What follows belongs to an exercise in optimizing a design on an open flow for small area, a short achievable clock period and few clock cycles per item; a production flow would make more cautious choices. At most, simulation tests tie the RTL to the original design; equivalence was not proved.

==> module sha256, before the edit <==
module sha256 (
    input  wire         clk,
    input  wire         reset,
    input  wire         start,
    input  wire [15:0]  data_in,
    output wire         ready,
    output wire [127:0] hash_out
);
    localparam [31:0] IV0 = 32'h6a09e667, IV1 = 32'hbb67ae85, IV2 = 32'h3c6ef372, IV3 = 32'ha54ff53a;
    localparam [31:0] IV4 = 32'h510e527f, IV5 = 32'h9b05688c, IV6 = 32'h1f83d9ab, IV7 = 32'h5be0cd19;
    localparam [31:0] T1C = 32'hf377ed68, CE = 32'h98c7e2a2, H1 = 32'h90bb1e3c;
    localparam [2047:0] KB = 2048'h3e003fe01f81f0e681f03e1e1871cc9531ce2199874d8a4fe9adf85456e02dbba579810305bb20dc7697341bfc6f8602e03316d5ac532960c02a8c2e940b645fafb498a0b86bf916f61246702c5a301ae945c4d6d9f90a35783d19c585f1fa7d6afa779f64cdfc604de9a48290953ced4cc16bf9b281d9a965811281d74ac3b5e8b4caa0117652aedb638daa2581cd4f3b5769cb662cd4820a06240814825d56da7d0af6cc6a8dc6984f3146071b2e416df21318af0121eee942a62f7ea7df1638cc24d28e77b6f779f2430a7feedc5a79cc56b349187a34ea4cca1f28e05ad99db30933037c128a23a6b06ad52f7a6639f885345cdb360af16c2dd4fd08a55f;
    function [31:0] knext;
        input [5:0] i;
        integer b;
        begin
            for (b = 0; b < 32; b = b + 1)
                knext[b] = KB[64 * b + i];
        end
    endfunction
    function [31:0] rotr;
        input [31:0] x;
        input integer n;
        begin
            rotr = (x >> n) | (x << (32 - n));
        end
    endfunction
    function [31:0] s0;
        input [31:0] x;
        begin
            s0 = rotr(x, 7) ^ rotr(x, 18) ^ (x >> 3);
        end
    endfunction
    function [31:0] s1;
        input [31:0] x;
        begin
            s1 = rotr(x, 17) ^ rotr(x, 19) ^ (x >> 10);
        end
    endfunction
    function [31:0] S0;
        input [31:0] x;
        begin
            S0 = rotr(x, 2) ^ rotr(x, 13) ^ rotr(x, 22);
        end
    endfunction
    function [31:0] S1;
        input [31:0] x;
        begin
            S1 = rotr(x, 6) ^ rotr(x, 11) ^ rotr(x, 25);
        end
    endfunction
    function [63:0] csa;
        input [31:0] x, y, z;
        reg   [31:0] c;
        begin
            c = (x & y) | (x & z) | (y & z);
            csa = {c[30:0], 1'b0, x ^ y ^ z};
        end
    endfunction
    reg [31:0] a, b, c, e, f, g, h;
    reg [31:0] t1s, t1c;       
    reg [31:0] kn;             
    reg [31:0] w [0:15];       
    reg [5:0]  t;              
    reg        busy;
    reg        z0, z1, z9, last;
    wire [31:0] w0m = z0 ? 32'd0 : w[0];              
    wire [31:0] w1m = (z1 | last) ? 32'd0 : w[1];     
    wire [31:0] w9m = z9 ? 32'd0 : w[9];              
    wire [31:0] s1e = S1(e);
    wire [31:0] che = (e & f) | (~e & g);
    wire [63:0] t1 = csa(s1e, che, h);
    wire [63:0] e1 = csa(t1[31:0], t1[63:32], c);
    wire [31:0] e_new = e1[31:0] + e1[63:32];
    wire [31:0] s0a = S0(a);
    wire [31:0] mja = (a & b) | (a & c) | (b & c);
    wire [63:0] a1 = csa(s0a, mja, t1s);
    wire [63:0] a2 = csa(a1[31:0], a1[63:32], t1c);
    wire [31:0] a_new = a2[31:0] + a2[63:32];
    wire [63:0] p1 = csa(g, kn, w1m);
    wire [31:0] h_new = p1[31:0] + p1[63:32];
    wire [63:0] m1 = csa(s1(w[14]), w9m, s0(w1m));
    wire [63:0] m2 = csa(m1[31:0], m1[63:32], w0m);
    wire [31:0] w_new = m2[31:0] + m2[63:32];
    wire [31:0] w0  = {data_in, 16'h8000};
    wire [31:0] e_0 = CE + w0;
    wire go = start & ~busy;
    assign ready    = ~busy;
    assign hash_out = {e, f, g, h};
    integer i;
    always @(posedge clk or posedge reset) begin
        if (reset) begin
            busy <= 1'b0;
            e <= IV4; f <= IV5; g <= IV6; h <= IV7;
        end else if (go) begin
            busy <= 1'b1;
            e <= e_0; f <= IV4; g <= IV5; h <= H1;
        end else if (busy) begin
            e <= e_new;
            h <= h_new;
            if (last) begin
                busy <= 1'b0;
                f <= e + IV5;
                g <= f + IV6;
            end else begin
                f <= e; g <= f;
            end
        end
    end
    always @(posedge clk) begin
        if (!busy) begin
            t <= 6'd1;
            kn <= knext(6'd1);
            z0 <= 1'b1; z1 <= 1'b1; z9 <= 1'b1; last <= 1'b0;
            a <= IV0; b <= IV1; c <= IV2;
            t1s <= w0; t1c <= T1C;           
            w[14] <= {16'h0000, data_in};    
            w[15] <= w0;                     
        end else begin
            t <= t + 6'd1;
            kn <= knext(t + 6'd1);
            z0 <= (t <= 6'd13); z1 <= (t <= 6'd12); z9 <= (t <= 6'd4); last <= (t == 6'd62);
            a <= a_new; b <= a; c <= b;
            t1s <= t1[31:0]; t1c <= t1[63:32];
            w[14] <= w[15];
            w[15] <= w_new;
        end
        for (i = 0; i < 14; i = i + 1) w[i] <= w[i + 1];
    end
endmodule
clock: 13.0 ns
lec_check: 0
cap_margin: 20
core_margin: 2
core_utilization: 40
place_density: 0.6
slew_margin: 20
standard.sh (not shown) runs the stock make flow with config.mk's settings and CLKGATE_MAP_FILE= SYNTH_SCRIPT=/design/flow/synth_recipe.tcl, a recipe that flattens the netlist after the stock synthesis.
==> flow/flow/run.sh <==
#!/bin/bash
set -euo pipefail
export SYNTH_ARGS=-noabc
export SETUP_SLACK_MARGIN=${MARGIN:-8.5}
bash standard.sh > standard_flow.log 2>&1
Rerun with:
--- a/flow/design.v
+++ b/flow/design.v
@@ -55,10 +55,26 @@
         begin
             c = (x & y) | (x & z) | (y & z);
             csa = {c[30:0], 1'b0, x ^ y ^ z};
         end
     endfunction
+    function [31:0] add32;
+        input [31:0] x, y;
+        reg   [31:0] g, p;
+        integer i, l;
+        begin
+            g = x & y;
+            p = x ^ y;
+            for (l = 0; l < 5; l = l + 1)
+                for (i = 0; i < 32; i = i + 1)
+                    if (i[l]) begin
+                        g[i] = g[i] | (p[i] & g[((i >> l) << l) - 1]);
+                        p[i] = p[i] & p[((i >> l) << l) - 1];
+                    end
+            add32 = x ^ y ^ {g[30:0], 1'b0};
+        end
+    endfunction
     reg [31:0] a, b, c, e, f, g, h;
     reg [31:0] t1s, t1c;       
     reg [31:0] kn;             
     reg [31:0] w [0:15];       
     reg [5:0]  t;              
@@ -69,16 +85,16 @@
     wire [31:0] w9m = z9 ? 32'd0 : w[9];              
     wire [31:0] s1e = S1(e);
     wire [31:0] che = (e & f) | (~e & g);
     wire [63:0] t1 = csa(s1e, che, h);
     wire [63:0] e1 = csa(t1[31:0], t1[63:32], c);
-    wire [31:0] e_new = e1[31:0] + e1[63:32];
+    wire [31:0] e_new = add32(e1[31:0], e1[63:32]);
     wire [31:0] s0a = S0(a);
     wire [31:0] mja = (a & b) | (a & c) | (b & c);
     wire [63:0] a1 = csa(s0a, mja, t1s);
     wire [63:0] a2 = csa(a1[31:0], a1[63:32], t1c);
-    wire [31:0] a_new = a2[31:0] + a2[63:32];
+    wire [31:0] a_new = add32(a2[31:0], a2[63:32]);
     wire [63:0] p1 = csa(g, kn, w1m);
     wire [31:0] h_new = p1[31:0] + p1[63:32];
     wire [63:0] m1 = csa(s1(w[14]), w9m, s0(w1m));
     wire [63:0] m2 = csa(m1[31:0], m1[63:32], w0m);
     wire [31:0] w_new = m2[31:0] + m2[63:32];
Effect:
- first-iteration DRC count goes down by 9.9%
- non-clock buffer count rose by 19
- final area decreases by 0.57%
- register-to-register slack is better by 30 ps
- count of clock-buffer cells in the layout is lower by 1
Testbench counts after the change, summed over its fixed seeds: cycles 16,384, hashes 256.
The RTL of the first run of this note was laid out without a check of its function.


The RTL this note starts from:
==> flow/design.v <==
module sha256 (
    input  wire         clk,
    input  wire         reset,
    input  wire         start,
    input  wire [15:0]  data_in,
    output wire         ready,
    output wire [127:0] hash_out
);
    localparam [31:0] IV0 = 32'h6a09e667, IV1 = 32'hbb67ae85, IV2 = 32'h3c6ef372, IV3 = 32'ha54ff53a;
    localparam [31:0] IV4 = 32'h510e527f, IV5 = 32'h9b05688c, IV6 = 32'h1f83d9ab, IV7 = 32'h5be0cd19;
    localparam [31:0] T1C = 32'hf377ed68, CE = 32'h98c7e2a2, H1 = 32'h90bb1e3c;
    localparam [2047:0] KB = 2048'h3e003fe01f81f0e681f03e1e1871cc9531ce2199874d8a4fe9adf85456e02dbba579810305bb20dc7697341bfc6f8602e03316d5ac532960c02a8c2e940b645fafb498a0b86bf916f61246702c5a301ae945c4d6d9f90a35783d19c585f1fa7d6afa779f64cdfc604de9a48290953ced4cc16bf9b281d9a965811281d74ac3b5e8b4caa0117652aedb638daa2581cd4f3b5769cb662cd4820a06240814825d56da7d0af6cc6a8dc6984f3146071b2e416df21318af0121eee942a62f7ea7df1638cc24d28e77b6f779f2430a7feedc5a79cc56b349187a34ea4cca1f28e05ad99db30933037c128a23a6b06ad52f7a6639f885345cdb360af16c2dd4fd08a55f;
    function [31:0] knext;
        input [5:0] i;
        integer b;
        begin
            for (b = 0; b < 32; b = b + 1)
                knext[b] = KB[64 * b + i];
        end
    endfunction
    function [31:0] rotr;
        input [31:0] x;
        input integer n;
        begin
            rotr = (x >> n) | (x << (32 - n));
        end
    endfunction
    function [31:0] s0;
        input [31:0] x;
        begin
            s0 = rotr(x, 7) ^ rotr(x, 18) ^ (x >> 3);
        end
    endfunction
    function [31:0] s1;
        input [31:0] x;
        begin
            s1 = rotr(x, 17) ^ rotr(x, 19) ^ (x >> 10);
        end
    endfunction
    function [31:0] S0;
        input [31:0] x;
        begin
            S0 = rotr(x, 2) ^ rotr(x, 13) ^ rotr(x, 22);
        end
    endfunction
    function [31:0] S1;
        input [31:0] x;
        begin
            S1 = rotr(x, 6) ^ rotr(x, 11) ^ rotr(x, 25);
        end
    endfunction
    function [63:0] csa;
        input [31:0] x, y, z;
        reg   [31:0] c;
        begin
            c = (x & y) | (x & z) | (y & z);
            csa = {c[30:0], 1'b0, x ^ y ^ z};
        end
    endfunction
    function [31:0] add32;
        input [31:0] x, y;
        reg   [31:0] g, p;
        integer i, l;
        begin
            g = x & y;
            p = x ^ y;
            for (l = 0; l < 5; l = l + 1)
                for (i = 0; i < 32; i = i + 1)
                    if (i[l]) begin
                        g[i] = g[i] | (p[i] & g[((i >> l) << l) - 1]);
                        p[i] = p[i] & p[((i >> l) << l) - 1];
                    end
            add32 = x ^ y ^ {g[30:0], 1'b0};
        end
    endfunction
    reg [31:0] a, b, c, e, f, g, h;
    reg [31:0] t1s, t1c;       
    reg [31:0] ew;             
    reg [31:0] w [0:15];       
    reg [5:0]  t;              
    reg        busy;
    reg        z0, z1, z9, last;
    wire [31:0] w0m = z0 ? 32'd0 : w[0];              
    wire [31:0] w1m = (z1 | last) ? 32'd0 : w[1];     
    wire [31:0] w9m = z9 ? 32'd0 : w[9];              
    wire [31:0] s1e = S1(ew);
    wire [31:0] che = (ew & f) | (~ew & g);
    wire [63:0] t1 = csa(s1e, che, h);
    wire [63:0] e1 = csa(che, h, c);
    wire [63:0] e2 = csa(e1[31:0], e1[63:32], s1e);
    wire [31:0] e_new = add32(e2[31:0], e2[63:32]);
    wire [31:0] s0a = S0(a);
    wire [31:0] mja = (a & b) | (a & c) | (b & c);
    wire [63:0] a1 = csa(t1s, t1c, mja);
    wire [63:0] a2 = csa(a1[31:0], a1[63:32], s0a);
    wire [31:0] a_new = add32(a2[31:0], a2[63:32]);
    wire [63:0] p1 = csa(g, knext(t), w1m);
    wire [31:0] h_new = p1[31:0] + p1[63:32];
    wire [63:0] m1 = csa(w9m, w0m, s1(w[14]));
    wire [63:0] m2 = csa(m1[31:0], m1[63:32], s0(w1m));
    wire [31:0] w_new = m2[31:0] + m2[63:32];
    wire [31:0] w0  = {data_in, 16'h8000};
    wire [31:0] e_0 = CE + w0;
    wire go = start & ~busy;
    assign ready    = ~busy;
    assign hash_out = {e, f, g, h};
    integer i;
    always @(posedge clk or posedge reset) begin
        if (reset) begin
            busy <= 1'b0;
            e <= IV4; f <= IV5; g <= IV6; h <= IV7;
        end else if (go) begin
            busy <= 1'b1;
            e <= e_0; f <= IV4; g <= IV5; h <= H1;
        end else if (busy) begin
            e <= e_new;
            h <= h_new;
            if (last) begin
                busy <= 1'b0;
                f <= e + IV5;
                g <= f + IV6;
            end else begin
                f <= e; g <= f;
            end
        end
    end
    always @(posedge clk) begin
        if (!busy) begin
            t <= 6'd1;
            z0 <= 1'b1; z1 <= 1'b1; z9 <= 1'b1; last <= 1'b0;
            a <= IV0; b <= IV1; c <= IV2;
            ew <= e_0;
            t1s <= w0; t1c <= T1C;           
            w[14] <= {16'h0000, data_in};    
            w[15] <= w0;                     
        end else begin
            t <= t + 6'd1;
            z0 <= (t <= 6'd13); z1 <= (t <= 6'd12); z9 <= (t <= 6'd4); last <= (t == 6'd62);
            a <= a_new; b <= a; c <= b;
            ew <= e_new;
            t1s <= t1[31:0]; t1c <= t1[63:32];
            w[14] <= w[15];
            w[15] <= w_new;
        end
        for (i = 0; i < 14; i = i + 1) w[i] <= w[i + 1];
    end
endmodule
module sha128_simple (
    input  wire         CLK,
    input  wire [15:0]  DATA_IN,
    input  wire         RESET,
    input  wire         START,
    output wire         READY,
    output wire [127:0] DATA_OUT
);
    sha256 sha256_comp (
        .clk      (CLK),
        .reset    (RESET),
        .start    (START),
        .data_in  (DATA_IN),
        .ready    (READY),
        .hash_out (DATA_OUT)
    );
endmodule
Settings: LEC_CHECK=0, CAP_MARGIN=20, CORE_MARGIN=2, CORE_UTILIZATION=40, PLACE_DENSITY=0.6, SLEW_MARGIN=20; clock period 13.0 ns.
==> flow/flow/run.sh <==
#!/bin/bash
set -euo pipefail
export SYNTH_ARGS=-noabc
export BUFFER_PORTS_ARGS="-buffer_cell sky130_fd_sc_hd__buf_2"
export CTS_ARGS="-sink_clustering_enable -repair_clock_nets -dont_use_dummy_load -buf_list sky130_fd_sc_hd__clkbuf_8 -sink_clustering_size 12 -sink_clustering_max_diameter 60"
export SETUP_SLACK_MARGIN=${MARGIN:-8.7}
bash standard.sh > standard_flow.log 2>&1
Rerun with:
--- a/flow/design.v
+++ b/flow/design.v
@@ -75,8 +75,9 @@
     endfunction
     reg [31:0] a, b, c, e, f, g, h;
     reg [31:0] t1s, t1c;       
     reg [31:0] ew;             
+    reg [31:0] kn;             
     reg [31:0] w [0:15];       
     reg [5:0]  t;              
     reg        busy;
     reg        z0, z1, z9, last;
@@ -93,9 +94,9 @@
     wire [31:0] mja = (a & b) | (a & c) | (b & c);
     wire [63:0] a1 = csa(t1s, t1c, mja);
     wire [63:0] a2 = csa(a1[31:0], a1[63:32], s0a);
     wire [31:0] a_new = add32(a2[31:0], a2[63:32]);
-    wire [63:0] p1 = csa(g, knext(t), w1m);
+    wire [63:0] p1 = csa(g, kn, w1m);
     wire [31:0] h_new = p1[31:0] + p1[63:32];
     wire [63:0] m1 = csa(w9m, w0m, s1(w[14]));
     wire [63:0] m2 = csa(m1[31:0], m1[63:32], s0(w1m));
     wire [31:0] w_new = m2[31:0] + m2[63:32];
@@ -110,32 +111,34 @@
             busy <= 1'b0;
             e <= IV4; f <= IV5; g <= IV6; h <= IV7;
         end else if (go) begin
             busy <= 1'b1;
-            e <= e_0; f <= IV4; g <= IV5; h <= H1;
+            f <= IV4; g <= IV5; h <= H1;
         end else if (busy) begin
-            e <= e_new;
             h <= h_new;
             if (last) begin
                 busy <= 1'b0;
-                f <= e + IV5;
+                e <= e_new;
+                f <= ew + IV5;
                 g <= f + IV6;
             end else begin
-                f <= e; g <= f;
+                f <= ew; g <= f;
             end
         end
     end
     always @(posedge clk) begin
         if (!busy) begin
             t <= 6'd1;
+            kn <= knext(6'd1);
             z0 <= 1'b1; z1 <= 1'b1; z9 <= 1'b1; last <= 1'b0;
             a <= IV0; b <= IV1; c <= IV2;
             ew <= e_0;
             t1s <= w0; t1c <= T1C;           
             w[14] <= {16'h0000, data_in};    
             w[15] <= w0;                     
         end else begin
             t <= t + 6'd1;
+            kn <= knext(t + 6'd1);
             z0 <= (t <= 6'd13); z1 <= (t <= 6'd12); z9 <= (t <= 6'd4); last <= (t == 6'd62);
             a <= a_new; b <= a; c <= b;
             ew <= e_new;
             t1s <= t1[31:0]; t1c <= t1[63:32];
The new run ran to the end with no violations.
Die area goes up by a few percent.
Synthesized area goes up by a few percent.
Clock skew goes up by 0.014 ns.
Cell area goes down by a few percent.
Global-route usage goes down by 1.7 points.
Sequential share of layout area goes up by 2.7 points.
Testbench counts after the change, summed over its fixed seeds: cycles 16,384, hashes 256.
The RTL of the first run of this note was laid out without a check of its function.

[afterwards: timing with drivers on the ports]
How much do the figures lean on ideal ports? The routed layouts below were timed once more, with nothing changed but the port constraints.
Step 1 sets driving cells, clkbuf_16 on the clock port and buf_2 on the other inputs (assumed; they add their load-dependent delay and slew).
Step 2 moves the port delays by t, midway between the first and last clock arrival at a register: inputs arrive t later, outputs are due t later. That takes back most of the time a late clock gives input paths.
a / b / c = ideal / step 1 / step 2; a / b = the first two.
| run | shift t [ns] | slack for setup (ns) | slew at the worst register clock pin (ns) |
|---|---|---|---|
| the first run of note 1 | 0.718 | 8.502 / 8.450 / 7.995 | 0.07 / 0.07 |
| the second run of note 1 | 0.731 | 8.506 / 8.440 / 8.116 | 0.07 / 0.07 |
| the first run of note 2 | 0.774 | 8.406 / 8.406 / 8.279 | 0.09 / 0.09 |
| the second run of note 2 | 0.766 | 8.748 / 8.678 / 8.422 | 0.09 / 0.09 |
After both steps every run listed still meets setup and hold. The setup slack of the first run of note 1, which loses most, moves by -0.052 ns with the drivers and by -0.507 ns with both steps.
